From an optimization exercise on the open Yosys and OpenROAD flow, aimed at small area and a short achievable clock period; shortcuts taken in it are not production practice. In this exercise RTL edits were held to simulation tests only and were not proved equivalent to the original. Power figures rest on the tool's default switching activity, not on a simulated workload.

==> design.v <==
module CentralProcessingUnit (
  input clock,
  input reset,
  input handInterruptSignalIn,
  input [15:0] IF_memory_read,
  output [15:0] IF_address,
  input [15:0] MEM_memory_read,
  output reg [1:0] MEM_memory_control,
  output reg [15:0] MEM_memory_address,
  output reg [15:0] MEM_target_value,
  output [175:0] register_value
);
localparam [15:0] NOP = 16'h0800;
reg [15:0] fetched;         
reg [15:0] inst;            
reg [15:0] pc;              
reg        inInt;          
reg [3:0]  istate;
reg [3:0]  iindex;
reg [3:0]  handCache;
reg [15:0] aluResult;       
reg        tFlag;
reg        tWriteEnable;
reg [15:0] dataAddress;     
reg [1:0]  dataControl;
reg [3:0]  target3;         
reg [3:0]  target4;         
reg [207:0] regs;           
wire [15:0] selected = inInt ? {8'hF8, istate, iindex} : fetched;
function [20:0] decode(input [15:0] i);
  reg [3:0] fa, sa, ta, p1, p2, p3;
  reg [2:0] jc;
  reg [3:0] decIndex;
  reg decInt, decIntJump;
  begin
  p1 = {1'b0, i[10:8]};
  p2 = {1'b0, i[7:5]};
  p3 = {1'b0, i[4:2]};
  fa = 0; sa = 0; ta = 4'hf; jc = 0; decIndex = 0; decInt = 0; decIntJump = 0;
  case (i[15:11])
    5'b01001: begin ta = p1; fa = p1; end                  
    5'b01000: begin ta = p2; fa = p1; end                  
    5'b00010: jc = 3'd1;                                   
    5'b00100: begin jc = 3'd2; fa = p1; end                
    5'b00101: begin jc = 3'd3; fa = p1; end                
    5'b01101: ta = p1;                                     
    5'b10011: begin ta = p2; fa = p1; end                  
    5'b11011: begin fa = p1; sa = p2; end                  
    5'b00000: begin ta = p1; sa = 4'd8; end                
    5'b01110: fa = p1;                                     
    5'b10010: begin ta = p1; sa = 4'd8; end                
    5'b11010: begin fa = p1; sa = 4'd8; end                
    5'b11111: case (i[7:4])                             
      4'd0: begin decInt = 1; decIndex = i[3:0]; end
      4'd1: ta = 4'd9;
      4'd2: begin ta = 4'd10; fa = 4'd8; end
      4'd3: ta = 4'd8;
      4'd4: begin fa = 4'd9; sa = 4'd8; end
      4'd5: sa = 4'd8;
      4'd6: begin fa = 4'd10; sa = 4'd8; end
      4'd7: begin decIntJump = 1; fa = 4'd11; end
      default: ;
    endcase
    5'b01100: case (i[10:8])
      3'b000: jc = 3'd4;                                   
      3'b011: begin ta = 4'd8; sa = 4'd8; end              
      3'b100: begin ta = 4'd8; sa = p2; end                
      default: ;
    endcase
    5'b11101: case (i[4:0])
      5'b01100: begin ta = p1; fa = p1; sa = p2; end       
      5'b01010: begin fa = p1; sa = p2; end                
      5'b01101: begin ta = p1; fa = p1; sa = p2; end       
      5'b01111: begin ta = p1; sa = p2; end                
      5'b00100: begin ta = p2; fa = p1; sa = p2; end       
      5'b00011: begin fa = p1; sa = p2; end                
      5'b00000: case (i[7:5])
        3'b000: begin jc = 3'd5; fa = p1; end              
        3'b010: ta = p1;                                   
        3'b110: begin jc = 3'd6; ta = 4'd12; fa = p1; end  
        3'b001: begin jc = 3'd7; fa = 4'd12; end           
        default: ;
      endcase
      default: ;
    endcase
    5'b11110: case (i[7:0])
      8'h00: begin ta = p1; fa = 4'd11; end                
      8'h01: begin ta = 4'd11; fa = p1; end                
      default: ;
    endcase
    5'b00110: case (i[1:0])
      2'b00, 2'b11: begin ta = p1; sa = p2; end            
      default: ;
    endcase
    5'b11100: case (i[1:0])
      2'b11, 2'b01: begin ta = p3; fa = p1; sa = p2; end   
      default: ;
    endcase
    default: ;
  endcase
  decode = {fa, sa, ta, jc, decIndex, decInt, decIntJump};
  end
endfunction
wire [3:0] fa, sa, ta;
wire [2:0] jc;
wire [3:0] decIndex;
wire decInt, decIntJump;
assign {fa, sa, ta, jc, decIndex, decInt, decIntJump} = decode(inst);
wire [20:0] decNext = decode(selected);
wire [3:0] faNext = decNext[20:17];
wire [15:0] wbValue = MEM_memory_control[1] ? MEM_memory_read : MEM_target_value;
function [15:0] readReg(input [3:0] a, input [207:0] r);
  integer j;
  begin
    readReg = 0;
    for (j = 0; j <= 12; j = j + 1)
      if (a == j) readReg = readReg | r[j*16 +: 16];
  end
endfunction
reg byAlu1, byWb1;
reg [3:0] fa1;                
wire [12:0] rsel1;
genvar g1;
generate for (g1 = 0; g1 <= 12; g1 = g1 + 1) begin : rsel1Decode
  assign rsel1[g1] = ~byAlu1 & ~byWb1 & (fa1 == g1);
end endgenerate
reg [15:0] rf1;
reg zeroRf1;                  
integer q;
always @(*) begin
  rf1 = 0; zeroRf1 = 0;
  for (q = 0; q <= 12; q = q + 1) begin
    rf1 = rf1 | (regs[q*16 +: 16] & {16{rsel1[q]}});
    zeroRf1 = zeroRf1 | (rsel1[q] & ~|regs[q*16 +: 16]);
  end
end
wire [15:0] rf2 = readReg(sa, regs);
wire [15:0] op2 = (sa == target3) ? aluResult : (sa == target4) ? wbValue : rf2;
wire [15:0] imm8s  = {{8{inst[7]}}, inst[7:0]};
wire [15:0] imm11s = {{5{inst[10]}}, inst[10:0]};
wire selM1 = byWb1 & MEM_memory_control[1];        
wire selV1 = byWb1 & ~MEM_memory_control[1];
wire [15:0] op1Early = ({16{byAlu1}} & aluResult) | ({16{selV1}} & MEM_target_value) | rf1;
wire [15:0] op1 = selM1 ? MEM_memory_read : op1Early;
wire zeroEarly = (byAlu1 & ~|aluResult) | (selV1 & ~|MEM_target_value) | zeroRf1;
wire nonzeroM = |MEM_memory_read;
wire isBeqz = (jc == 3'd2);
wire isBnez = (jc == 3'd3);
wire takenEarly = (jc == 3'd1) | ((jc == 3'd4) & ~tFlag);
wire takenIfZero = takenEarly | isBeqz;
wire takenIfNonzero = takenEarly | isBnez;
wire useOp1 = decIntJump | (~inInt & (jc == 3'd5));
wire [15:0] branchTarget = pc + (jc == 3'd1 ? imm11s : imm8s);
wire [15:0] seqPC = inInt ? pc : pc + 16'd1;
wire [15:0] pcTaken = useOp1 ? op1Early : (inInt ? seqPC : branchTarget);
wire [15:0] pcNotTaken = useOp1 ? op1Early : seqPC;
wire takenE = zeroEarly ? takenIfZero : takenIfNonzero;
wire takenWhenNonzero = selM1 ? takenIfNonzero : takenE;
wire takenWhenZero = selM1 ? takenIfZero : takenE;
wire [15:0] pcWhenNonzero = takenWhenNonzero ? pcTaken : pcNotTaken;
wire [15:0] pcWhenZero = takenWhenZero ? pcTaken : pcNotTaken;
wire [15:0] nextPC = (useOp1 & selM1) ? MEM_memory_read : (nonzeroM ? pcWhenNonzero : pcWhenZero);
assign IF_address = nextPC;
localparam A_OP1 = 1'b0, A_OP2 = 1'b1;
localparam T_HOLD = 3'd0, T_SUM = 3'd1, T_OP1 = 3'd2, T_OP2 = 3'd3, T_PC = 3'd4,
           T_CONST = 3'd5, T_LOGIC = 3'd6, T_SHIFT = 3'd7;
reg aSel;             
reg bOp2;             
reg inv;              
reg [15:0] imm;
reg [2:0] tSel;
reg [15:0] constVal;
reg [1:0] logicOp;    
reg shRight, shVar;
reg cmpNe, cmpLt;     
reg tweSet;           
reg memOp;            
reg [1:0] memCtl;
reg memHold;          
wire [3:0] shiftImm = inst[4:2] ? {1'b0, inst[4:2]} : 4'd8;
always @(*) begin
  aSel = A_OP1; bOp2 = 0; inv = 0; imm = 0; tSel = T_HOLD; constVal = 0;
  logicOp = 0; shRight = 0; shVar = 0; cmpNe = 0; cmpLt = 0; tweSet = 0;
  memOp = 0; memCtl = 2'b00; memHold = 0;
  case (inst[15:11])
    5'b01001: begin imm = {{8{inst[7]}}, inst[7:0]}; tSel = T_SUM; end             
    5'b01000: begin imm = {{12{inst[3]}}, inst[3:0]}; tSel = T_SUM; end            
    5'b01101: begin tSel = T_CONST; constVal = {8'h00, inst[7:0]}; end             
    5'b11011: begin imm = {{11{inst[4]}}, inst[4:0]}; tSel = T_OP2;                
                    memOp = 1; memCtl = 2'b01; end
    5'b00000: begin aSel = A_OP2; imm = {{8{inst[7]}}, inst[7:0]}; tSel = T_SUM; end  
    5'b01110: begin imm = {{8{inst[7]}}, inst[7:0]}; inv = 1; cmpNe = 1; end       
    5'b11010: begin aSel = A_OP2; imm = {{8{inst[7]}}, inst[7:0]}; tSel = T_OP1;   
                    memOp = 1; memCtl = 2'b01; end
    5'b10011: begin imm = {{11{inst[4]}}, inst[4:0]}; tweSet = 1;                   
                    memOp = 1; memCtl = 2'b10; end
    5'b10010: begin aSel = A_OP2; imm = {{8{inst[7]}}, inst[7:0]}; tweSet = 1;     
                    memOp = 1; memCtl = 2'b10; end
    5'b11111: begin                                                                
      aSel = A_OP2; memHold = 1;
      case (inst[7:4])
        4'd1: tSel = T_PC;
        4'd2: tSel = T_OP1;
        4'd3: begin tSel = T_CONST; constVal = 16'hBF20; end
        4'd4: begin tSel = T_OP1; memOp = 1; memCtl = 2'b01; memHold = 0; end
        4'd5: begin tSel = T_CONST; constVal = {12'h000, inst[3:0]}; imm = 16'd1;
                    memOp = 1; memCtl = 2'b01; memHold = 0; end
        4'd6: begin tSel = T_OP1; imm = 16'd2; memOp = 1; memCtl = 2'b01; memHold = 0; end
        default: ;
      endcase
    end
    5'b01100: case (inst[10:8])
      3'b011: begin aSel = A_OP2; imm = {{8{inst[7]}}, inst[7:0]}; tSel = T_SUM; end  
      3'b100: tSel = T_OP2;                                                        
      default: ;
    endcase
    5'b11101: case (inst[4:0])
      5'b01100: begin tSel = T_LOGIC; logicOp = 0; end                             
      5'b01010: begin bOp2 = 1; inv = 1; cmpNe = 1; end                            
      5'b01101: begin tSel = T_LOGIC; logicOp = 1; end                             
      5'b01111: begin tSel = T_LOGIC; logicOp = 2; end                             
      5'b00100: begin tSel = T_SHIFT; shVar = 1; end                               
      5'b00011: begin bOp2 = 1; inv = 1; cmpLt = 1; end                            
      5'b00000: case (inst[7:5])
        3'b010, 3'b110: tSel = T_PC;                                               
        default: ;
      endcase
      default: ;
    endcase
    5'b11110: case (inst[7:0])
      8'h00, 8'h01: tSel = T_OP1;                                                  
      default: ;
    endcase
    5'b00110: case (inst[1:0])
      2'b00: tSel = T_SHIFT;                                                       
      2'b11: begin tSel = T_SHIFT; shRight = 1; end                                
      default: ;
    endcase
    5'b11100: case (inst[1:0])
      2'b11: begin bOp2 = 1; inv = 1; tSel = T_SUM; end                            
      2'b01: begin bOp2 = 1; tSel = T_SUM; end                                     
      default: ;
    endcase
    default: tweSet = 1;                                                           
  endcase
end
wire [15:0] addA = (aSel == A_OP2) ? op2 : op1;
wire [15:0] addB = (bOp2 ? op2 : imm) ^ {16{inv}};
wire [16:0] sum = {1'b0, addA} + {1'b0, addB} + {16'h0000, inv};
wire [3:0] shK = shVar ? op1[3:0] : shiftImm;
wire [3:0] shRot = shRight ? (4'd0 - shK) : shK;
wire [31:0] shDouble = {op2, op2} << shRot;
wire [15:0] shRotated = shDouble[31:16];
wire shZero = shVar & (|op1[15:4]);
reg [15:0] shMask;
integer m;
always @(*)
  for (m = 0; m < 16; m = m + 1)
    shMask[m] = ~shZero & (shRight ? (m + shK < 16) : (m >= shK));
wire [15:0] shOut = shRotated & shMask;
wire [15:0] logicOut = (logicOp == 2'd0) ? (op1 & op2) : (logicOp == 2'd1) ? (op1 | op2) : ~op2;
reg [15:0] aluNext;
always @(*) begin
  case (tSel)
    T_SUM: aluNext = sum[15:0];
    T_OP1: aluNext = op1;
    T_OP2: aluNext = op2;
    T_PC: aluNext = pc;
    T_CONST: aluNext = constVal;
    T_LOGIC: aluNext = logicOut;
    T_SHIFT: aluNext = shOut;
    default: aluNext = aluResult;
  endcase
  if (tweSet) aluNext = 0;
end
wire cmpResult = cmpLt ? ~sum[16] : (|sum[15:0]);
wire cmp = cmpNe | cmpLt;
wire tNext = (cmp & tWriteEnable) ? cmpResult : tFlag;
wire tweNext = tweSet ? 1'b1 : (cmp ? 1'b0 : tWriteEnable);
wire [15:0] addrNext = memOp ? sum[15:0] : dataAddress;
wire [1:0] ctlNext = memHold ? dataControl : memCtl;
wire handEdge = handCache[0] & handCache[1] & ~handCache[2] & ~handCache[3];
wire intRequest = handEdge | decInt;
always @(posedge clock or negedge reset) begin
  if (!reset) begin
    fetched <= NOP;
    inst <= NOP;
    pc <= 16'hFFFF;
    inInt <= 0;
    istate <= 4'd1;
    iindex <= 0;
    handCache <= 4'b1111;
    tFlag <= 0;
    tWriteEnable <= 1;
    dataControl <= 0;
    target3 <= 4'hf;    
    target4 <= 4'hf;
    byAlu1 <= 0;
    byWb1 <= 0;
    fa1 <= 4'hf;
    MEM_memory_control <= 0;
  end else begin
    fetched <= IF_memory_read;
    inst <= selected;
    pc <= nextPC;
    if (intRequest && !inInt && istate == 4'd1) begin
      iindex <= decIndex;
      inInt <= 1;
    end else if (istate < 4'd10 && inInt) begin
      istate <= istate + 4'd1;
    end else if (istate == 4'd10) begin
      istate <= 4'd1;
      inInt <= 0;
      iindex <= 0;
    end
    handCache <= {handInterruptSignalIn, handCache[3:1]};
    tFlag <= tNext;
    tWriteEnable <= tweNext;
    dataControl <= ctlNext;
    target3 <= ta;
    target4 <= target3;
    byAlu1 <= (faNext == ta);
    byWb1 <= (faNext != ta) & (faNext == target3);
    fa1 <= faNext;
    MEM_memory_control <= dataControl;
  end
end
always @(posedge clock) begin
  aluResult <= aluNext;
  MEM_target_value <= aluResult;
  dataAddress <= addrNext;
  MEM_memory_address <= dataAddress;
end
reg resetSeen;
always @(posedge clock) resetSeen <= ~reset;
wire [15:0] wbGated = resetSeen ? 16'h0000 : wbValue;
reg [207:0] regsNext;
integer k;
always @(*) begin
  regsNext = regs;
  for (k = 0; k <= 12; k = k + 1)
    if (target4 == k || resetSeen) regsNext[k*16 +: 16] = wbGated;
end
always @(posedge clock) regs <= regsNext;
assign register_value = {
  regsNext[0*16 +: 16], regsNext[1*16 +: 16], regsNext[2*16 +: 16], regsNext[3*16 +: 16],
  regsNext[4*16 +: 16], regsNext[5*16 +: 16], regsNext[6*16 +: 16], regsNext[7*16 +: 16],
  regsNext[8*16 +: 16], regsNext[9*16 +: 16], regsNext[10*16 +: 16]
};
endmodule
==> flow/run.sh <==
#!/bin/bash
set -e
export BUFFER_PORTS_ARGS="-buffer_cell sky130_fd_sc_hd__buf_1"
export CTS_ARGS="-sink_clustering_enable -repair_clock_nets -sink_clustering_size 16 -sink_clustering_max_diameter 50 -buf_list sky130_fd_sc_hd__clkbuf_8 -dont_use_dummy_load"
bash standard.sh > standard.log 2>&1
==> standard.sh <==
#!/bin/bash
# synth_recipe.tcl (not shown) runs the flow's synth.tcl, then flattens the netlist and writes it again
# the make line also repeats each setting of config.mk as NAME=value (left out here)
make -C /OpenROAD-flow-scripts/flow DESIGN_CONFIG=/design/flow/config.mk WORK_HOME=/design/flow/orfs CLKGATE_MAP_FILE= SYNTH_SCRIPT=/design/flow/synth_recipe.tcl "${@:-finish}"
==> config.mk <==
export PLATFORM = sky130hd
export DESIGN_NAME = CentralProcessingUnit
export DESIGN_NICKNAME = CentralProcessingUnit
export VERILOG_FILES = /design/flow/design.v
export SDC_FILE = /design/flow/constraint.sdc
export NUM_CORES = 4
export LEC_CHECK = 0
export ABC_AREA = 1
export CAP_MARGIN = 20
export CORE_MARGIN = 2
export CORE_UTILIZATION = 55
export PLACE_DENSITY = 0.6
export SETUP_SLACK_MARGIN = 5
export SLEW_MARGIN = 20
export TNS_END_PERCENT = 10
==> constraint.sdc <==
create_clock -name core_clock -period 11.0 [get_ports {clock}]
set_input_delay 2.2000 -clock core_clock [delete_from_list [all_inputs] [get_ports {clock}]]
set_output_delay 2.2000 -clock core_clock [all_outputs]
set_load 0.01 [all_outputs]
==> impl_metrics.py, run 1 <==
metrics = {
    "layout": {
        "nets": 3460,
        "fill_cells": 3444,
        "area_growth_pct": 16.7,
        "layout-drive-gt1-share_pct": 12.8,
    },
    "logic_synthesis": {
        "syn_nets": 3163,
        "async_flop_share_pct": 22.9,
        "syn_area_sq_um": 21400,
        "synth_flop_cell": "dfxtp_1",
        "yosysTopAreaCellShare_pct": 21.0,
        "synth_edf_count": 48,
        "netlist_instances": 3085,
        "ys_ff_latch": 354,
        "synth_area_leaders": "dfxtp_1 21%, nand2_1 13%, o21ai_0 8.1%",
        "synth_common_cells": "764 x nand2_1, 347 x inv_1, 347 x o21ai_0, 250 x nor2_1, 225 x dfxtp_1",
        "ys_seq_area_share_pct": 37.4,
        "netlist-cell-type-count": 72,
        "avgSynthCellArea_sq_um": 6.95,
        "yosysMostFrequentCell": "nand2_1",
        "synth_warnings": 1,
        "yosysTopAreaCell": "dfxtp_1",
    },
    "timing": {
        "whs_ns": 0.338,
        "relSlewSlack_pct": 22.4,
        "min_period_ns": 6.35,
        "drv_slew": 0,
        "min_period_over_period_pct": 57.7,
        "tightest_slew_ns": 1.15,
        "hold_violations": 0,
        "setup_tns_ns": 0,
        "max_freq_mhz": 158,
        "setup_viol": 0,
        "finClkSkew_ns": 0.0852,
        "fin_ws_ns": 4.65,
        "grt_setup_unrepaired": "true",
    },
    "clocking": {
        "htreeDepth": 2,
        "clock_latency_ns": 0.64,
        "clock-root-buffer": "clkbuf_8",
        "numCtsBuffers": 38,
        "hold_buffers": 0,
        "clk_path_buf_depth": 3,
        "clk_pin_slew_ns": 0.05,
        "cts_tree": "done",
        "cts_sinks": 354,
    },
    "die": {
        "io_pins": 261,
        "fp.coreArea_sq_um": 38600,
        "die_x_microns": 201,
        "rows": 72,
        "initial_utilization_pct": 55.6,
        "die_area_sq_um": 40600,
        "die-height_microns": 201,
    },
    "placement": {
        "portBuffers": 260,
        "dp_slack_ns": 3.88,
        "place_congestion": 1.15,
        "dp_hpwl_microns": 78500,
    },
    "power": {
        "p_sw_mw": 1.54,
        "p_per_area_nw_per_um2": 151,
        "p_seq_share_pct": 44.3,
        "clkPwrFrac_pct": 20.2,
        "power_mw": 3.78,
        "internal_power_mw": 2.24,
        "switching_share_pct": 40.8,
        "p_leak_nw": 10.3,
        "comb_power_share_pct": 35.6,
        "peakVddDrop_v": 0.000152,
    },
    "route": {
        "vias": 25700,
        "wl_per_cell_microns": 26.4,
        "wl_microns": 103000,
        "routed_via_density": 6.58,
        "postRouteAntennaNets": 0,
        "drtIter0Drc": 4570,
        "post-route-drc-count": 0,
        "firstDrtPassIters": 10,
    },
    "critical_path": {
        "worst-path-buf-inv": 5,
        "worst-path-stages": 12,
        "reg2regPathDepth": 35,
        "arrival_ns": 4.15,
        "cp_slowest_cell": "nor4_4",
        "crit_chain": "buf_8 > nor4_4 > nand4_1 > buf_6 > nor2_4 > a21oi_4 > buf_12 > nand2_8 > buf_6 > o22ai_2 > a31oi_1 > buf_2",
        "start_kind": "input port",
        "max_stage_delay_ns": 0.40,
        "timing.critical_path.fanout_max": 6,
        "crit_path_frequent_cell": "buf_6",
        "cpLargestDelayFamily": "buffers and inverters",
        "crit_type": "input port to output pin",
        "worstSetupEndpointType": "output pin",
        "crit_required_ns": 8.80,
        "regToRegSetupSlack_ns": 4.98,
    },
    "flow_run": {
        "max_cap_viol_count": 0,
    },
    "global_route": {
        "grt-ovfl-total": 0,
        "grt_util_met1_pct": 63.0,
        "grt_max_degree": 74,
        "first_global_vias": 23000,
        "grt_use_met3_pct": 17.1,
        "antenna_found_initial": 5,
        "track_usage_pct": 47.9,
        "use_met2_pct": 69.6,
        "grt_pass1_wl_microns": 146000,
        "grt-busiest-layer": "met2",
    },
    "hold_path": {
        "holdPathStages": 0,
        "hp-class": "register to register",
    },
    "status": {
        "status": "complete, no violations",
    },
}
kinds of logic after synthesis:
| logic type | Yosys count | synth area share, % |
|---|---|---|
| buffers and inverters | 487 | 8.73 |
| flip-flops | 354 | 37.4 |
| multiplexers | 3 | 0.140 |
| XOR/XNOR | 62 | 2.60 |
| AND/OR/NAND/NOR | 1473 | 30.3 |
| adder cells (fa/ha/maj) | 43 | 2.58 |
| AO/OA/AOI/OAI | 663 | 18.2 |
final cells by class:
class                           instances  area (sq um)  share of cell area [%]
Timing Repair inverter                  1          6.26                  0.0250
Clock buffer                           38           523                    2.09
Tap cell                              518           648                    2.59
Timing Repair Buffer                  370          1950                    7.80
Multi-Input combinational cell       2247         12400                    49.5
Inverter                              370          1460                    5.85
Antenna cell                            4          10.0                  0.0400
Sequential cell                       354          8040                    32.1
power by group through the flow:
stage / Sequential, mW / Clock, mW / Combinational, mW
global route: 1.67 / 0.803 / 1.41
CTS: 1.66 / 0.754 / 1.12
floorplan: 1.60 / 0 / 0.705
finish: 1.68 / 0.763 / 1.35
global placement: 1.68 / 0 / 1.05
detailed placement: 1.68 / 0 / 1.07
sequential cells by signal (all words and copies together) (netlist names), 16 cells and up:
| register | count |
|---|---|
| MEM_memory_address | 16 |
| MEM_target_value | 16 |
| aluResult | 16 |
| dataAddress | 16 |
| fetched | 16 |
| inst | 16 |
| pc | 16 |
| regs | 208 |
stage by stage:
stage                     area, sq um  instances  utilization [%]
after floorplan                 21400       3085                -
final                           25000       3902             64.9
after detailed placement        22900       3778             59.3
after global routing            25000       3898             64.8
after global placement          22900       3778             59.3
after CTS                       23800       3841             61.7
per-layer routing:
metal,share of wire [%],up-vias,routed length [microns]
met2,41,2271,42100
met1,37,11900,37700
met5,0.025,-,26
met3,16,489,16200
met4,6.7,4,6850
li1,-,11000,-
path summary, 6_finish.rpt:
check,startpoint,endpoint
min reg2reg,dataAddress[0],MEM_memory_address[0]
max reg2reg,fa1[1],tFlag
max,MEM_memory_read[2],IF_address[5]
min,dataAddress[0],MEM_memory_address[0]
min in group asynchronous,reset,pc[12]
max in group asynchronous,reset,byAlu1
repair_timing:
item	in CTS	in global routing
gates cloned	2	2
pin swaps	13	48
resized for setup	78	186
buffers inserted	23	55
setup endpoints to repair	85	161
cell usage in the layout (no fill, tap or decap), types with 18 or more instances in the layout:
cell / instances
nand2_1: 746
dfxtp_1: 225
nand3_1: 208
nor2_2: 20
clkbuf_8: 38
nor3_1: 43
dfstp_2: 36
o22ai_1: 35
o21ai_0: 324
o211ai_1: 25
buf_1: 240
nor2_4: 24
o21ai_1: 26
inv_1: 332
xor2_1: 50
a21oi_1: 82
dfrtp_1: 35
nand2_2: 24
a22oi_1: 31
buf_4: 100
ha_1: 36
o2111ai_1: 18
inv_2: 21
nand4_1: 60
nor4_1: 59
nor2_1: 220
edfxtp_1: 48
==> run 2, diff against run 1 <==
--- a/config.mk
+++ b/config.mk
@@ -8,8 +8,8 @@
 export ABC_AREA = 1
 export CAP_MARGIN = 20
 export CORE_MARGIN = 2
-export CORE_UTILIZATION = 55
+export CORE_UTILIZATION = 50
 export PLACE_DENSITY = 0.6
 export SETUP_SLACK_MARGIN = 5
 export SLEW_MARGIN = 20
-export TNS_END_PERCENT = 10
+export TNS_END_PERCENT = 0
==> run 2 against run 1 <==
Hold slack improved by 0.0094 ns. Die area rose by 9.8%. Clock power fell by 3.0%. Via count fell by 1.7%. Routed wire length fell by 0.35%. Flip-flop and latch count did not move. Critical path type is now register to output pin. Largest power group unchanged.
==> impl_metrics.py, run 2 <==
metrics = {
    "status": {
        "status": "complete, no violations",
    },
    "logic_synthesis": {
        "yosysMostFrequentCell": "nand2_1",
        "synth_edf_count": 48,
        "netlist-cell-type-count": 72,
        "yosysTopAreaCellShare_pct": 21.0,
        "ys_seq_area_share_pct": 37.4,
        "synth_common_cells": "764 x nand2_1, 347 x inv_1, 347 x o21ai_0, 250 x nor2_1, 225 x dfxtp_1",
        "avgSynthCellArea_sq_um": 6.95,
        "syn_area_sq_um": 21400,
        "syn_nets": 3163,
        "ys_ff_latch": 354,
        "netlist_instances": 3085,
        "synth_warnings": 1,
        "synth_flop_cell": "dfxtp_1",
        "synth_area_leaders": "dfxtp_1 21%, nand2_1 13%, o21ai_0 8.1%",
        "yosysTopAreaCell": "dfxtp_1",
        "async_flop_share_pct": 22.9,
    },
    "clocking": {
        "cts_tree": "done",
        "htreeDepth": 2,
        "clock_latency_ns": 0.65,
        "clock-root-buffer": "clkbuf_8",
        "numCtsBuffers": 36,
        "clk_pin_slew_ns": 0.09,
        "cts_sinks": 354,
        "clk_path_buf_depth": 3,
        "hold_buffers": 0,
    },
    "power": {
        "power_mw": 3.64,
        "p_per_area_nw_per_um2": 147,
        "peakVddDrop_v": 0.000156,
        "p_leak_nw": 10.2,
    },
    "layout": {
        "nets": 3447,
        "area_growth_pct": 15.5,
        "final_util_pct": 58.8,
        "layout-drive-gt1-share_pct": 11.6,
        "top_register": "regs",
        "layout_common_cells": "748 x nand2_1, 333 x inv_1, 324 x o21ai_0",
        "largest_reg_flops": 208,
        "final_area_sq_um": 24800,
        "mostFrequentLayoutCell": "nand2_1",
    },
    "placement": {
        "dp_hpwl_microns": 80000,
        "place_congestion": 1.12,
        "placedInstanceArea_sq_um": 22900,
        "portBuffers": 260,
        "dp_slack_ns": 3.81,
    },
    "hold_path": {
        "hp-class": "register to register",
    },
    "critical_path": {
        "timing.critical_path.fanout_max": 12,
        "crit_type": "register to output pin",
        "start_kind": "register",
        "worstSetupEndpointType": "output pin",
        "crit_required_ns": 8.80,
        "arrival_ns": 4.11,
    },
    "timing": {
        "tightest_slew_ns": 1.16,
        "fin_ws_ns": 4.69,
        "grt_setup_unrepaired": "true",
        "finClkSkew_ns": 0.0760,
        "setup_tns_ns": 0,
        "max_freq_mhz": 158,
        "min_period_ns": 6.31,
        "min_period_over_period_pct": 57.4,
        "relSlewSlack_pct": 22.6,
        "drv_slew": 0,
        "setup_viol": 0,
        "hold_violations": 0,
    },
    "route": {
        "post-route-drc-count": 0,
        "drtIter0Drc": 4136,
        "firstDrtPassIters": 8,
        "routed_via_density": 6.46,
        "postRouteAntennaNets": 0,
        "wl_per_cell_microns": 26.2,
        "vias": 25200,
        "wl_microns": 102000,
    },
    "global_route": {
        "track_usage_pct": 44.3,
        "grt-ovfl-total": 0,
        "first_global_vias": 22500,
        "grt_pass1_wl_microns": 145000,
        "antenna_found_initial": 5,
        "grt_max_degree": 69,
    },
    "die": {
        "rows": 75,
        "io_pins": 261,
        "die_x_microns": 211,
        "die_area_sq_um": 44500,
        "die-height_microns": 211,
        "initial_utilization_pct": 50.9,
        "fp.coreArea_sq_um": 42100,
    },
    "flow_run": {
        "max_cap_viol_count": 0,
    },
}
## run 2: cell types whose count changed in the layout (fill, tap and decap cells not counted), sizes merged
cell,before,now
diode,4,3
nor2,265,264
clkbuf,41,43
buf,367,355
clkinvlp,7,6
nand3,223,222
## run 2: report_power, final
group | leakage [nW] | internal, mW | switching (mW)
sequential | 3.24 | 1.48 | 0.188
clock | 0.259 | 0.292 | 0.448
combinational | 6.72 | 0.403 | 0.827
total | 10.2 | 2.18 | 1.46
## run 2: area by class of cell
| class | instances | area, sq um |
|---|---|---|
| multi-input cells | 2245 | 12200 |
| diodes | 3 | 7.51 |
| inverters | 370 | 1470 |
| well taps | 539 | 674 |
| clock buffers | 36 | 495 |
| fillers | 3957 | 17400 |
| repair buffers | 362 | 1920 |
| flip-flops and latches | 354 | 8030 |
## run 2: path summary, 6_finish.rpt
check                               startpoint                    end  slack, ns  cells after the start
min in group asynchronous                reset                  pc[8]       1.70                      1
worst min-delay path            dataAddress[6]  MEM_memory_address[6]       0.35                      0
worst min register to register  dataAddress[6]  MEM_memory_address[6]       0.35                      0
worst max-delay path                    fa1[1]          IF_address[2]       4.69                     14
max in group asynchronous                reset                 byAlu1       8.29                      2
worst max register to register          fa1[1]                  tFlag       4.86                     35
## run 2: timing repair
action	4_1_cts	5_1_grt
setup buffers	24	47
gates cloned	0	1
endpoints found under the setup margin	97	168
resized for setup	73	155
pin swaps	15	45
## run 2: stage by stage
stage               hold WS (ns)  cells
detailed placement         0.327   3798
floorplan                  0.323   3085
finish                     0.348   3909
global placement           0.325   3798
global route               0.353   3906
CTS                        0.349   3858
## run 2: routing by layer
metal | vias to the layer above | global-route usage [%] | routed length, microns
met2 | 2058 | 62.4 | 41300
met5 | - | 0 | 61
met4 | 10 | 22.1 | 6290
li1 | 11000 | - | -
met3 | 420 | 12.8 | 15100
met1 | 11800 | 61.7 | 39700
## run 2: kinds of logic after synthesis
| logic type | synth area share [%] |
|---|---|
| flops | 37.4 |
| simple gates | 30.3 |
| xor+xnor | 2.60 |
| compound gates | 18.2 |
| buf+inv | 8.73 |
| fa+ha+maj | 2.58 |
| mux | 0.140 |
## run 2: critical path, cell delays in order, from the launching register on
cell and delay [ns]:
dfstp_2 0.59, inv_1 0.10, nand3_1 0.16, nor2_1 0.06, buf_4 0.19, inv_1 0.25, o22ai_1 0.15, a221oi_1 0.77
nand4_1 0.35, nand2_1 0.13, o21ai_0 0.12, buf_4 0.21, nand2_1 0.12, o221ai_2 0.11, buf_2 0.16
==> run 3, diff against run 2 <==
--- a/config.mk
+++ b/config.mk
@@ -9,7 +9,7 @@
 export CAP_MARGIN = 20
 export CORE_MARGIN = 2
 export CORE_UTILIZATION = 50
-export PLACE_DENSITY = 0.6
+export PLACE_DENSITY = 0.68
 export SETUP_SLACK_MARGIN = 5
 export SLEW_MARGIN = 20
 export TNS_END_PERCENT = 0
==> run 3 against run 2 <==
Utilization down 1.4 points. Die area unchanged. Count of clock-buffer cells in the layout up 1. Largest cell class unchanged. Largest power group unchanged.
==> impl_metrics.py, run 3 <==
metrics = {
    "layout": {
        "largest_reg_flops": 208,
        "fill_cells": 4079,
        "layout-drive-gt1-share_pct": 9.72,
        "top_register": "regs",
        "nets": 3424,
        "layout_common_cells": "756 x nand2_1, 335 x inv_1, 334 x o21ai_0",
        "area_growth_pct": 12.7,
        "mostFrequentLayoutCell": "nand2_1",
    },
    "timing": {
        "min_period_ns": 6.44,
        "min_period_over_period_pct": 58.5,
        "grt_setup_unrepaired": "true",
        "setup_viol": 0,
        "whs_ns": 0.325,
        "max_freq_mhz": 155,
        "tightest_slew_ns": 1.17,
        "setup_tns_ns": 0,
        "hold_violations": 0,
        "finClkSkew_ns": 0.0910,
        "relSlewSlack_pct": 21.7,
        "drv_slew": 0,
    },
    "flow_run": {
        "max_cap_viol_count": 0,
    },
    "clocking": {
        "clk_path_buf_depth": 3,
        "hold_buffers": 0,
        "numCtsBuffers": 37,
        "clk_pin_slew_ns": 0.10,
        "cts_sinks": 354,
        "cts_tree": "done",
        "htreeDepth": 2,
        "clock-root-buffer": "clkbuf_8",
        "clock_latency_ns": 0.66,
    },
    "global_route": {
        "grt-ovfl-total": 0,
        "first_global_vias": 22700,
        "track_usage_pct": 45.9,
        "grt_max_degree": 45,
        "antenna_found_initial": 5,
        "grt_pass1_wl_microns": 150000,
    },
    "critical_path": {
        "worstSetupEndpointType": "output pin",
        "cp_slowest_cell": "nor2_1",
        "start_kind": "input port",
        "crit_chain": "buf_1 > nand2_1 > o21ai_0 > inv_1 > nor2_1 > clkinvlp_4 > buf_4 > o21ai_0 > buf_1",
        "reg2regPathDepth": 35,
        "timing.critical_path.fanout_max": 11,
        "arrival_ns": 4.24,
        "crit_required_ns": 8.80,
        "crit_type": "input port to output pin",
        "max_stage_delay_ns": 0.46,
    },
    "placement": {
        "place_congestion": 1.14,
        "dp_hpwl_microns": 82300,
        "portBuffers": 260,
    },
    "logic_synthesis": {
        "synth_common_cells": "764 x nand2_1, 347 x inv_1, 347 x o21ai_0, 250 x nor2_1, 225 x dfxtp_1",
        "ys_seq_area_share_pct": 37.4,
        "yosysMostFrequentCell": "nand2_1",
        "synth_area_leaders": "dfxtp_1 21%, nand2_1 13%, o21ai_0 8.1%",
        "async_flop_share_pct": 22.9,
        "synth_edf_count": 48,
        "avgSynthCellArea_sq_um": 6.95,
        "yosysTopAreaCellShare_pct": 21.0,
        "synth_warnings": 1,
        "syn_nets": 3163,
        "yosysTopAreaCell": "dfxtp_1",
        "synth_flop_cell": "dfxtp_1",
        "syn_area_sq_um": 21400,
        "netlist_instances": 3085,
        "ys_ff_latch": 354,
        "netlist-cell-type-count": 72,
    },
    "power": {
        "power_mw": 3.63,
        "p_leak_nw": 10.0,
        "p_per_area_nw_per_um2": 150,
        "peakVddDrop_v": 0.000132,
    },
    "status": {
        "status": "complete, no violations",
    },
    "die": {
        "die-height_microns": 211,
        "io_pins": 261,
        "initial_utilization_pct": 50.9,
        "fp.coreArea_sq_um": 42100,
        "die_x_microns": 211,
        "rows": 75,
        "die_area_sq_um": 44500,
    },
    "route": {
        "post-route-drc-count": 0,
        "postRouteAntennaNets": 0,
        "wl_per_cell_microns": 27.0,
        "firstDrtPassIters": 7,
        "wl_microns": 105000,
        "routed_via_density": 6.46,
        "vias": 25100,
        "drtIter0Drc": 4424,
    },
    "hold_path": {
        "hp-class": "register to register",
        "holdPathStages": 0,
    },
}
==> run 3: cell counts after synthesis <==
No cell type changed its count.
==> run 3: kinds of logic (layout without fill, tap and decap cells) <==
kind of cell / after synthesis / count (layout) / synth area share [%]
buffers and inverters: 487 / 744 / 8.73
xor gates and xnor gates: 62 / 62 / 2.60
and+or+nand+nor: 1473 / 1475 / 30.3
adders and majority gates: 43 / 43 / 2.58
other: 0 / 6 / 0
DFF: 354 / 354 / 37.4
AOI/OAI and AO/OA: 663 / 663 / 18.2
muxes: 3 / 3 / 0.140
==> run 3: power breakdown <==
part	switching (mW)	total, mW	internal [mW]
registers	0.193	1.68	1.48
logic	0.821	1.20	0.380
clock network	0.454	0.753	0.299
total	1.47	3.63	2.16
==> run 3: worst max-delay path, delay by kind of cell <==
family                 cells  cell delay [ns]
AOI/OAI and AO/OA          2             0.40
and+or+nand+nor            2             0.62
buffers and inverters      5             1.00
==> run 3: metal layers <==
metal / track usage, % / share of wire [%] / wire length (microns) / vias up
met5: 0 / 0.026 / 27 / -
li1: - / - / - / 10900
met3: 14.9 / 15 / 15500 / 336
met2: 64.2 / 41 / 42800 / 2037
met4: 19.4 / 4.7 / 4970 / 4
met1: 64.5 / 40 / 41800 / 11800
==> run 3: worst paths after layout <==
check                           slack [ns]                     end               start
worst min-delay path                  0.33  MEM_memory_address[12]     dataAddress[12]
worst max register to register        4.83                   tFlag              byAlu1
worst min register to register        0.33  MEM_memory_address[12]     dataAddress[12]
min in group asynchronous             1.59              fetched[5]               reset
max in group asynchronous             8.41              target4[1]               reset
worst max-delay path                  4.56      register_value[50]  MEM_memory_read[2]
==> run 3: timing repair <==
action	in CTS	in global routing
setup buffers	25	15
setup endpoints to repair	176	201
pin swaps	14	20
gates resized for setup	59	69
cloned	1	1
==> run 3: stage by stage <==
step	setup slack (ns)	instances	utilization [%]	area, sq um
global placement	4.16	3804	54.4	22900
floorplan	5.13	3085	-	21400
finish	4.56	3889	57.4	24200
global route	4.56	3883	57.3	24100
CTS	4.75	3867	56.5	23800
detailed placement	4.09	3804	54.4	22900
==> run 3: final cells by class <==
class | instances | area (sq um) | share of cell area, %
inverters | 370 | 1450 | 5.99
clock buffers | 37 | 509 | 2.11
repair buffers | 337 | 1620 | 6.68
multi-input cells | 2246 | 11900 | 49.1
diodes | 6 | 15.0 | 0.0621
well taps | 539 | 674 | 2.79
flip-flops and latches | 354 | 8030 | 33.2
==> run 4, diff against run 3 <==
--- a/config.mk
+++ b/config.mk
@@ -8,8 +8,8 @@
 export ABC_AREA = 1
 export CAP_MARGIN = 20
 export CORE_MARGIN = 2
-export CORE_UTILIZATION = 50
-export PLACE_DENSITY = 0.68
+export CORE_UTILIZATION = 45
+export PLACE_DENSITY = 0.55
 export SETUP_SLACK_MARGIN = 5
 export SLEW_MARGIN = 20
 export TNS_END_PERCENT = 0
==> run 4 against run 3 <==
Register-to-register slack better by 0.06 ns. Critical path depth up 4. Global-route usage down 4.4 points. Hold slack better by 0.010 ns. Setup slack better by 0.13 ns. Routed wire length up 1.8%. Total power up 1.3%. Sequential share of layout area down 0.66 points. Cell area up 2.1%. Maximum frequency up 2.1%. Die area up 11%.
==> impl_metrics.py, run 4 <==
metrics = {
    "clocking": {
        "clk_path_buf_depth": 3,
        "clk_pin_slew_ns": 0.08,
        "hold_buffers": 0,
        "htreeDepth": 2,
        "cts_tree": "done",
        "cts_sinks": 354,
        "clock_latency_ns": 0.68,
        "clock-root-buffer": "clkbuf_8",
        "numCtsBuffers": 38,
    },
    "critical_path": {
        "arrival_ns": 4.11,
        "cp_slowest_cell": "nor4_4",
        "timing.critical_path.fanout_max": 4,
        "crit_type": "input port to output pin",
        "max_stage_delay_ns": 0.40,
        "worstSetupEndpointType": "output pin",
        "crit_required_ns": 8.80,
        "cpLargestDelayFamily": "simple AND/OR/NAND/NOR gates",
        "start_kind": "input port",
        "crit_chain": "clkbuf_4 > nor4_4 > nand4_1 > nor2_2 > a21oi_4 > buf_12 > buf_6 > nor2_1 > o21ai_1 > nand3_1 > o21ai_0 > inv_1 > buf_2",
        "worst-path-buf-inv": 5,
    },
    "power": {
        "p_per_area_nw_per_um2": 149,
        "p_leak_nw": 10.1,
        "comb_power_share_pct": 33.6,
        "p_sw_mw": 1.49,
        "switching_share_pct": 40.5,
        "internal_power_mw": 2.19,
        "p_seq_share_pct": 45.6,
        "peakVddDrop_v": 0.000135,
        "clkPwrFrac_pct": 20.8,
    },
    "timing": {
        "finClkSkew_ns": 0.106,
        "max_freq_mhz": 159,
        "min_period_over_period_pct": 57.3,
        "relSlewSlack_pct": 26.2,
        "drv_slew": 0,
        "tightest_slew_ns": 1.11,
        "setup_tns_ns": 0,
        "min_period_ns": 6.31,
        "setup_viol": 0,
        "grt_setup_unrepaired": "true",
        "hold_violations": 0,
    },
    "layout": {
        "largest_reg_flops": 208,
        "final-seq-area_sq_um": 8030,
        "area_growth_pct": 15.1,
        "mostFrequentLayoutCell": "nand2_1",
        "fill_cells": 4690,
        "final_area_sq_um": 24700,
        "layout-drive-gt1-share_pct": 11.1,
        "top_register": "regs",
        "layout_common_cells": "750 x nand2_1, 335 x inv_1, 324 x o21ai_0",
        "multi_input_area_sq_um": 12200,
        "layout.cells.non_filler": 3966,
        "nets": 3436,
    },
    "placement": {
        "place_congestion": 1.08,
        "place_inst": 3864,
        "portBuffers": 260,
        "placedInstanceArea_sq_um": 23000,
        "dp_hpwl_microns": 83900,
    },
    "logic_synthesis": {
        "synth_warnings": 1,
        "ys_seq_area_share_pct": 37.4,
        "syn_area_sq_um": 21400,
        "synth_edf_count": 48,
        "synth_common_cells": "764 x nand2_1, 347 x inv_1, 347 x o21ai_0, 250 x nor2_1, 225 x dfxtp_1",
        "synth_flop_cell": "dfxtp_1",
        "netlist_instances": 3085,
        "ys_ff_latch": 354,
        "synth_area_leaders": "dfxtp_1 21%, nand2_1 13%, o21ai_0 8.1%",
        "yosysTopAreaCellShare_pct": 21.0,
        "yosysMostFrequentCell": "nand2_1",
        "avgSynthCellArea_sq_um": 6.95,
        "netlist-cell-type-count": 72,
        "syn_nets": 3163,
        "async_flop_share_pct": 22.9,
        "yosysTopAreaCell": "dfxtp_1",
    },
    "die": {
        "fp.coreArea_sq_um": 46800,
        "rows": 79,
        "die-height_microns": 222,
        "initial_utilization_pct": 45.9,
        "io_pins": 261,
        "die_area_sq_um": 49400,
        "die_x_microns": 222,
    },
    "route": {
        "routed_via_density": 6.22,
        "post-route-drc-count": 0,
        "wl_microns": 107000,
        "postRouteAntennaNets": 0,
        "drtIter0Drc": 3437,
        "firstDrtPassIters": 8,
        "wl_per_cell_microns": 27.0,
        "vias": 24700,
    },
    "global_route": {
        "grt_use_met3_pct": 10.6,
        "grt_util_met1_pct": 58.2,
        "use_met2_pct": 60.8,
        "grt-busiest-layer": "met2",
        "grt_max_degree": 64,
        "grt-ovfl-total": 0,
        "first_global_vias": 22500,
        "track_usage_pct": 41.4,
        "grt_pass1_wl_microns": 152000,
        "antenna_found_initial": 4,
    },
    "flow_run": {
        "max_cap_viol_count": 0,
    },
    "status": {
        "status": "complete, no violations",
    },
    "hold_path": {
        "hp-class": "register to register",
    },
}
run 4: cell counts after synthesis:
No cell type changed its count.
run 4: final timing paths:
check	from	to	slack [ns]	depth (start not counted)
setup / recovery	MEM_memory_read[14]	IF_address[14]	4.69	13
hold / removal	dataAddress[6]	MEM_memory_address[6]	0.34	0
setup reg to reg	fa1[0]	tFlag	4.89	31
hold reg to reg	dataAddress[6]	MEM_memory_address[6]	0.34	0
max in group asynchronous	reset	byAlu1	8.37	2
min in group asynchronous	reset	fetched[4]	1.42	1
run 4: logic make-up (layout without fill, tap and decap cells):
group	count (synthesis)	count (layout)	synth area share (%)
AND/OR/NAND/NOR	1473	1475	30.3
AO/OA/AOI/OAI	663	663	18.2
buffers and inverters	487	756	8.73
flip-flops	354	354	37.4
XOR/XNOR	62	62	2.60
adder cells (fa/ha/maj)	43	43	2.58
multiplexers	3	3	0.140
other	0	3	0
run 4: worst register-to-register path, delay by kind of cell, from the launching register on:
| family | cells | cell delay (ns) |
|---|---|---|
| compound gates | 9 | 1.72 |
| fa+ha+maj | 1 | 0.45 |
| buf+inv | 5 | 0.81 |
| flops | 1 | 0.59 |
| simple gates | 16 | 2.41 |
run 4: layer usage:
| layer | routed length [microns] | share of wire, % | vias up |
|---|---|---|---|
| met4 | 5040 | 4.7 | 4 |
| met2 | 44600 | 42 | 1646 |
| met5 | 22 | 0.021 | - |
| met1 | 44000 | 41 | 11800 |
| li1 | - | - | 11000 |
| met3 | 13300 | 12 | 286 |
run 4: timing repair:
item | in CTS | in global routing
buffers inserted | 21 | 38
gates cloned | 2 | 0
pin swaps | 18 | 48
endpoints found under the setup margin | 127 | 178
gates resized for setup | 68 | 120
run 4: metrics by stage:
stage	total power, mW	setup slack (ns)	utilization (%)	hold WS, ns
3_5_place_dp	2.77	3.74	49.1	0.327
3_3_place_gp	2.75	3.77	49.1	0.324
5_1_grt	3.81	4.61	52.8	0.337
2_1_floorplan	2.31	5.13	-	0.323
4_1_cts	3.56	4.77	51.1	0.332
6_report	3.68	4.69	52.8	0.335
run 4: power groups by stage:
stage | Sequential [mW] | Clock, mW | Combinational [mW]
2_1_floorplan | 1.60 | 0 | 0.705
3_3_place_gp | 1.69 | 0 | 1.06
3_5_place_dp | 1.69 | 0 | 1.08
4_1_cts | 1.66 | 0.770 | 1.12
5_1_grt | 1.68 | 0.812 | 1.32
6_report | 1.68 | 0.767 | 1.23
run 4: layout make-up:
class | instances | area share (%)
multi-input cells | 2246 | 49.3
well taps | 607 | 3.08
diodes | 3 | 0.0304
flip-flops and latches | 354 | 32.6
clock buffers | 38 | 2.12
inverters | 370 | 5.91
repair buffers | 348 | 6.99
==> run 5, diff against run 4 <==
--- a/config.mk
+++ b/config.mk
@@ -9,7 +9,7 @@
 export CAP_MARGIN = 20
 export CORE_MARGIN = 2
 export CORE_UTILIZATION = 45
-export PLACE_DENSITY = 0.55
+export PLACE_DENSITY = 0.65
 export SETUP_SLACK_MARGIN = 5
 export SLEW_MARGIN = 20
 export TNS_END_PERCENT = 0
==> run 5 against run 4 <==
Count of clock-buffer cells in the layout rose by 1. Clock skew rose by 0.0094 ns. Synthesized area did not move. Sequential power barely moved. Global-route usage rose by 0.36 points. Critical path depth fell by 5. Flip-flop and latch count did not move. Hold slack got worse by 0.0020 ns. First-iteration DRC count rose by 10%.
==> impl_metrics.py, run 5 <==
metrics = {
    "logic_synthesis": {
        "synth-simple-area-share_pct": 30.3,
        "netlist-cell-type-count": 72,
        "synthAdderAreaFrac_pct": 2.58,
        "ys_seq_area_share_pct": 37.4,
        "synth_common_cells": "764 x nand2_1, 347 x inv_1, 347 x o21ai_0, 250 x nor2_1, 225 x dfxtp_1",
        "avgSynthCellArea_sq_um": 6.95,
        "synth_area_leaders": "dfxtp_1 21%, nand2_1 13%, o21ai_0 8.1%",
        "synth_mux_area_share_pct": 0.140,
        "synth_warnings": 1,
        "yosysTopAreaCellShare_pct": 21.0,
        "syn_nets": 3163,
        "synth_xor_area_share_pct": 2.60,
        "synth_compound_area_share_pct": 18.2,
        "syn_area_sq_um": 21400,
        "synth_top_family_by_area": "simple AND/OR/NAND/NOR gates",
        "synth_flop_cell": "dfxtp_1",
        "async_flop_share_pct": 22.9,
        "ys_ff_latch": 354,
        "yosysMostFrequentCell": "nand2_1",
        "synth_edf_count": 48,
        "netlist_instances": 3085,
        "yosysTopAreaCell": "dfxtp_1",
    },
    "die": {
        "die_area_sq_um": 49400,
        "die-height_microns": 222,
        "io_pins": 261,
        "die_x_microns": 222,
        "fp.coreArea_sq_um": 46800,
        "initial_utilization_pct": 45.9,
        "rows": 79,
    },
    "clocking": {
        "clock_latency_ns": 0.67,
        "clk_path_buf_depth": 3,
        "cts_sinks": 354,
        "numCtsBuffers": 39,
        "htreeDepth": 2,
        "clock-root-buffer": "clkbuf_8",
        "clk_pin_slew_ns": 0.07,
        "cts_tree": "done",
    },
    "hold_path": {
        "min_from": "target3[2]",
        "hp-class": "register to register",
    },
    "critical_path": {
        "worstSetupEndpointType": "output pin",
        "rr_startpoint": "byAlu1",
        "timing.critical_path.fanout_max": 11,
        "cp-startpoint": "MEM_memory_read[10]",
        "crit_type": "input port to output pin",
        "arrival_ns": 4.24,
        "crit_required_ns": 8.80,
        "start_kind": "input port",
    },
    "layout": {
        "top_register": "regs",
        "area_growth_pct": 15.4,
        "layout_common_cells": "759 x nand2_1, 336 x inv_1, 334 x o21ai_0",
        "layout-drive-gt1-share_pct": 11.2,
        "fill_cells": 4670,
        "largest_reg_flops": 208,
        "multi_input_area_sq_um": 12000,
        "layout.cells.non_filler": 3998,
        "final-seq-area_sq_um": 8030,
        "nets": 3470,
        "mostFrequentLayoutCell": "nand2_1",
    },
    "flow_run": {
        "max_cap_viol_count": 0,
    },
    "timing": {
        "drv_slew": 0,
        "min_period_ns": 6.44,
        "setup_tns_ns": 0,
        "grt_setup_unrepaired": "true",
        "tightest_slew_ns": 1.19,
        "whs_ns": 0.333,
        "setup_viol": 0,
        "relSlewSlack_pct": 20.4,
        "hold_violations": 0,
        "min_period_over_period_pct": 58.5,
        "max_freq_mhz": 155,
        "finClkSkew_ns": 0.115,
    },
    "global_route": {
        "grt_pass1_wl_microns": 153000,
        "grt_max_degree": 44,
        "track_usage_pct": 41.8,
        "antenna_found_initial": 8,
        "first_global_vias": 23000,
        "grt-busiest-layer": "met2",
        "use_met2_pct": 59.1,
        "grt_util_met1_pct": 59.1,
        "grt-ovfl-total": 0,
        "grt_use_met3_pct": 12.2,
    },
    "route": {
        "post-route-drc-count": 0,
        "firstDrtPassIters": 6,
        "wl_microns": 107000,
        "drtIter0Drc": 3793,
        "vias": 25000,
        "postRouteAntennaNets": 0,
        "routed_via_density": 6.26,
        "wl_per_cell_microns": 26.7,
    },
    "power": {
        "p_leak_nw": 10.3,
        "peakVddDrop_v": 0.000127,
        "p_per_area_nw_per_um2": 155,
    },
    "placement": {
        "dp_hpwl_microns": 84200,
        "place_congestion": 1.09,
        "portBuffers": 260,
        "place_inst": 3872,
    },
    "status": {
        "status": "complete, no violations",
    },
}
-- run 5: changes by cell type in the layout (fill, tap and decap cells not counted), sizes merged --
cell	delta
buf	+35
diode	-2
inv	-2
clkbuf	-1
clkinv	+1
clkinvlp	+1
-- run 5: metrics by stage --
stage | utilization [%] | instance area, sq um | total power [mW] | setup WS, ns
2_1_floorplan | - | 21400 | 2.31 | 5.13
3_3_place_gp | 49.2 | 23000 | 2.81 | 3.73
3_5_place_dp | 49.2 | 23000 | 2.81 | 3.68
4_1_cts | 51.7 | 24200 | 3.68 | 4.74
5_1_grt | 52.9 | 24700 | 3.97 | 4.56
6_report | 52.9 | 24700 | 3.83 | 4.56
-- run 5: kinds of logic (layout without fill, tap and decap cells) --
family                     after synthesis  after routing
and+or+nand+nor                       1473           1475
AOI/OAI and AO/OA                      663            663
buffers and inverters                  487            790
DFF                                    354            354
xor gates and xnor gates                62             62
adders and majority gates               43             43
muxes                                    3              3
other                                    0              1
-- run 5: layout make-up --
| cell class | instances | area share [%] |
|---|---|---|
| Antenna cell | 1 | 0.0101 |
| Multi-Input combinational cell | 2246 | 48.4 |
| Clock buffer | 39 | 2.17 |
| Inverter | 370 | 5.81 |
| Tap cell | 607 | 3.07 |
| Timing Repair Buffer | 381 | 8.10 |
| Sequential cell | 354 | 32.5 |
-- run 5: timing repair --
action                     in CTS  in global routing
gates cloned                    2                  0
gates resized for setup        78                 74
hold buffers                    0                  0
setup buffers                  48                 36
setup endpoints to repair     153                187
pin swaps                      20                 19
-- run 5: report_power, final --
part / total [mW] / internal [mW] / switching [mW]
logic: 1.37 / 0.473 / 0.895
registers: 1.69 / 1.48 / 0.209
clock network: 0.765 / 0.314 / 0.451
-- run 5: path summary, 6_finish.rpt --
| path | to | slack, ns | cells after the start |
|---|---|---|---|
| max in group asynchronous | target3[2] | 8.40 | 2 |
| min reg2reg | target4[2] | 0.33 | 0 |
| max reg2reg | pc[10] | 4.74 | 44 |
| max | register_value[26] | 4.56 | 8 |
| min | target4[2] | 0.33 | 0 |
| min in group asynchronous | istate[3] | 1.56 | 1 |
-- run 5: layer usage --
| layer | up-vias | part of all wire [%] | wire length, microns |
|---|---|---|---|
| li1 | 11000 | - | - |
| met1 | 11900 | 41 | 44300 |
| met2 | 1824 | 40 | 43100 |
| met3 | 297 | 13 | 14400 |
| met4 | 4 | 4.7 | 5000 |
| met5 | - | 0.022 | 23 |
-- run 5: worst max-delay path: stages --
cell and delay [ns]:
buf_1 0.32, nand2_1 0.23, o21ai_0 0.12, inv_1 0.08, nor2_1 0.27, inv_1 0.37, o21ai_0 0.44, buf_1 0.19
==> run 6, diff against run 5 <==
--- a/config.mk
+++ b/config.mk
@@ -8,8 +8,8 @@
 export ABC_AREA = 1
 export CAP_MARGIN = 20
 export CORE_MARGIN = 2
-export CORE_UTILIZATION = 45
-export PLACE_DENSITY = 0.65
+export CORE_UTILIZATION = 40
+export PLACE_DENSITY = 0.5
 export SETUP_SLACK_MARGIN = 5
 export SLEW_MARGIN = 20
 export TNS_END_PERCENT = 0
==> run 6 against run 5 <==
Still clean on timing, DRC and antenna. Cell area shrank 0.71%. Non-clock buffer count shrank 41. Critical path depth grew 1. Setup slack gained 0.091 ns. Maximum frequency grew 1.4%. Synthesized cell count is the same. Clock power grew 2%. Critical endpoint is now register_value[168]. Largest cell class unchanged.
==> impl_metrics.py, run 6 <==
metrics = {
    "clocking": {
        "numCtsBuffers": 39,
        "cts_tree": "done",
        "clock_latency_ns": 0.66,
        "htreeDepth": 2,
        "hold_buffers": 0,
        "cts_sinks": 354,
        "clk_path_buf_depth": 3,
        "clk_pin_slew_ns": 0.05,
        "clock-root-buffer": "clkbuf_8",
    },
    "logic_synthesis": {
        "yosysMostFrequentCell": "nand2_1",
        "avgSynthCellArea_sq_um": 6.95,
        "syn_nets": 3163,
        "synth_warnings": 1,
        "synth_flop_cell": "dfxtp_1",
        "netlist_instances": 3085,
        "yosysTopAreaCell": "dfxtp_1",
        "syn_area_sq_um": 21400,
        "async_flop_share_pct": 22.9,
        "ys_ff_latch": 354,
        "ys_seq_area_share_pct": 37.4,
        "yosysTopAreaCellShare_pct": 21.0,
        "synth_area_leaders": "dfxtp_1 21%, nand2_1 13%, o21ai_0 8.1%",
        "synth_edf_count": 48,
        "netlist-cell-type-count": 72,
        "synth_common_cells": "764 x nand2_1, 347 x inv_1, 347 x o21ai_0, 250 x nor2_1, 225 x dfxtp_1",
    },
    "placement": {
        "place_congestion": 1.06,
        "dp_hpwl_microns": 86500,
        "portBuffers": 260,
        "place_inst": 3947,
    },
    "route": {
        "wl_microns": 109000,
        "wl_per_cell_microns": 26.9,
        "drtIter0Drc": 3349,
        "routed_via_density": 6.08,
        "vias": 24600,
        "postRouteAntennaNets": 0,
        "post-route-drc-count": 0,
        "firstDrtPassIters": 6,
    },
    "timing": {
        "min_period_over_period_pct": 57.7,
        "setup_tns_ns": 0,
        "relSlewSlack_pct": 18.4,
        "setup_viol": 0,
        "max_freq_mhz": 158,
        "grt_setup_unrepaired": "true",
        "drv_slew": 0,
        "min_period_ns": 6.35,
        "finClkSkew_ns": 0.0830,
        "hold_violations": 0,
        "tightest_slew_ns": 1.22,
    },
    "die": {
        "die_area_sq_um": 55500,
        "fp.coreArea_sq_um": 52800,
        "rows": 84,
        "io_pins": 261,
        "die_x_microns": 236,
        "die-height_microns": 236,
        "initial_utilization_pct": 40.6,
    },
    "flow_run": {
        "max_cap_viol_count": 0,
    },
    "global_route": {
        "grt_pass1_wl_microns": 156000,
        "grt-ovfl-total": 0,
        "antenna_found_initial": 1,
        "grt_max_degree": 54,
        "track_usage_pct": 37.8,
        "first_global_vias": 22400,
    },
    "power": {
        "p_leak_nw": 10.1,
        "p_per_area_nw_per_um2": 149,
        "peakVddDrop_v": 0.000110,
    },
    "layout": {
        "final-seq-area_sq_um": 8030,
        "area_growth_pct": 14.6,
        "mostFrequentLayoutCell": "nand2_1",
        "layout_common_cells": "755 x nand2_1, 332 x inv_1, 325 x o21ai_0",
        "top_register": "regs",
        "nets": 3429,
        "layout.cells.non_filler": 4039,
        "layout-drive-gt1-share_pct": 10.2,
        "multi_input_area_sq_um": 12000,
        "largest_reg_flops": 208,
        "fill_cells": 5560,
    },
    "critical_path": {
        "timing.critical_path.fanout_max": 11,
        "crit_end": "register_value[168]",
        "arrival_ns": 4.15,
        "worstSetupEndpointType": "output pin",
        "crit_type": "input port to output pin",
        "regToRegSetupSlack_ns": 4.85,
        "worst-path-stages": 9,
        "crit_required_ns": 8.80,
        "cp_slowest_cell": "buf_1",
        "start_kind": "input port",
        "worst-path-buf-inv": 5,
        "reg2regPathDepth": 42,
        "cp-startpoint": "MEM_memory_read[8]",
        "crit_chain": "buf_1 > nand2_1 > nand2_1 > inv_1 > nor2_1 > clkinvlp_4 > buf_12 > o21ai_0 > buf_1",
        "max_stage_delay_ns": 0.35,
        "cpLargestDelayFamily": "buffers and inverters",
        "rr_startpoint": "inst[0]",
        "regToRegEndpoint": "tFlag",
    },
    "status": {
        "status": "complete, no violations",
    },
    "hold_path": {
        "hp-class": "register to register",
    },
}
run 6: what timing repair did:
item                                    CTS  global route
endpoints found under the setup margin  151           195
setup buffers                            25            24
cloned                                    2             0
endpoints found under the hold margin     0             0
pin swaps                                14            28
resized for setup                        87            64
run 6: cells by family (layout without fill, tap and decap cells):
logic type	after synthesis	in the layout	share of synthesized area [%]
and+or+nand+nor	1473	1475	30.3
AOI/OAI and AO/OA	663	663	18.2
buffers and inverters	487	749	8.73
DFF	354	354	37.4
xor gates and xnor gates	62	62	2.60
adders and majority gates	43	43	2.58
muxes	3	3	0.140
other	0	2	0
run 6: worst min-delay path by stage:
stage / cells past startpoint / start / to / slack [ns]
finish: 0 / dataAddress[15] / MEM_memory_address[15] / 0.34
global route: 0 / dataAddress[0] / MEM_memory_address[0] / 0.35
CTS: 0 / dataAddress[0] / MEM_memory_address[0] / 0.35
detailed placement: 0 / dataAddress[0] / MEM_memory_address[0] / 0.33
global placement: 0 / dataAddress[9] / MEM_memory_address[9] / 0.32
floorplan: 0 / dataAddress[0] / MEM_memory_address[0] / 0.32
run 6: final cells by class:
cell class	count	share of cell area (%)
Inverter	370	5.93
Multi-Input combinational cell	2246	48.8
Sequential cell	354	32.7
Clock buffer	39	2.18
Timing Repair Buffer	340	6.84
Antenna cell	2	0.0204
Tap cell	688	3.50
run 6: through the flow:
stage / power [mW] / instance area [sq um] / setup WS (ns) / utilization, % / hold slack [ns]
CTS: 3.58 / 24100 / 4.79 / 45.7 / 0.347
detailed placement: 2.78 / 23100 / 3.75 / 43.7 / 0.328
finish: 3.66 / 24600 / 4.65 / 46.6 / 0.343
floorplan: 2.31 / 21400 / 5.13 / - / 0.323
global route: 3.81 / 24600 / 4.51 / 46.6 / 0.353
global placement: 2.77 / 23100 / 3.75 / 43.7 / 0.324
run 6: power by group:
group | total [mW] | internal (mW) | switching, mW
registers | 1.68 | 1.48 | 0.192
logic | 1.20 | 0.384 | 0.816
clock network | 0.779 | 0.315 | 0.465
total | 3.66 | 2.18 | 1.47
run 6: per-layer routing:
metal	vias up	GRT usage [%]	part of all wire, %
li1	10900	-	-
met1	11900	55.6	43
met2	1527	54.8	42
met3	213	7.81	11
met4	2	12.4	3.6
met5	-	0	0.011
run 6: worst register-to-register path, delay by kind of cell (launching register included):
family	cells	cell delay [ns]
AO/OA/AOI/OAI	8	1.08
AND/OR/NAND/NOR	23	2.66
adder cells (fa/ha/maj)	2	0.70
buffers and inverters	9	1.07
flip-flops	1	0.48

==> what the ideal ports hide <==
The results above use ideal ports. As a check the final layouts listed here were re-extracted and re-timed, cells and wires unchanged. Step 1 (the two cells are an assumption about what drives the block):
set clk [get_ports {clock}]
set_driving_cell -lib_cell sky130_fd_sc_hd__clkbuf_16 $clk
set_driving_cell -lib_cell sky130_fd_sc_hd__buf_2 [delete_from_list [all_inputs] $clk]
Step 2 also shifts input and output timing later by t, the mid clock arrival at the registers, as if the neighbouring blocks saw the same clock. Three values: ideal, step 1, step 2; two values: the first two.
run	shift t [ns]	setup slack, ns	latest minus earliest clock arrival (ns)	worst data-port slew with drivers (ns)	pins driven straight from the clock port
run 1	0.658	4.651 / 4.603 / 4.444	0.098 / 0.098	0.07	1
run 2	0.666	4.686 / 4.631 / 4.500	0.078 / 0.078	0.07	1
run 3	0.673	4.561 / 4.520 / 4.520	0.091 / 0.091	0.06	1
run 4	0.688	4.693 / 4.650 / 4.491	0.106 / 0.106	0.05	1
run 5	0.672	4.564 / 4.448 / 3.921	0.115 / 0.116	0.11	1
run 6	0.680	4.655 / 4.624 / 4.409	0.084 / 0.085	0.06	1
After both steps every run listed still meets setup and hold. For run 5, which loses most, drivers alone change the setup slack by -0.116 ns; drivers and shift together by -0.643 ns.
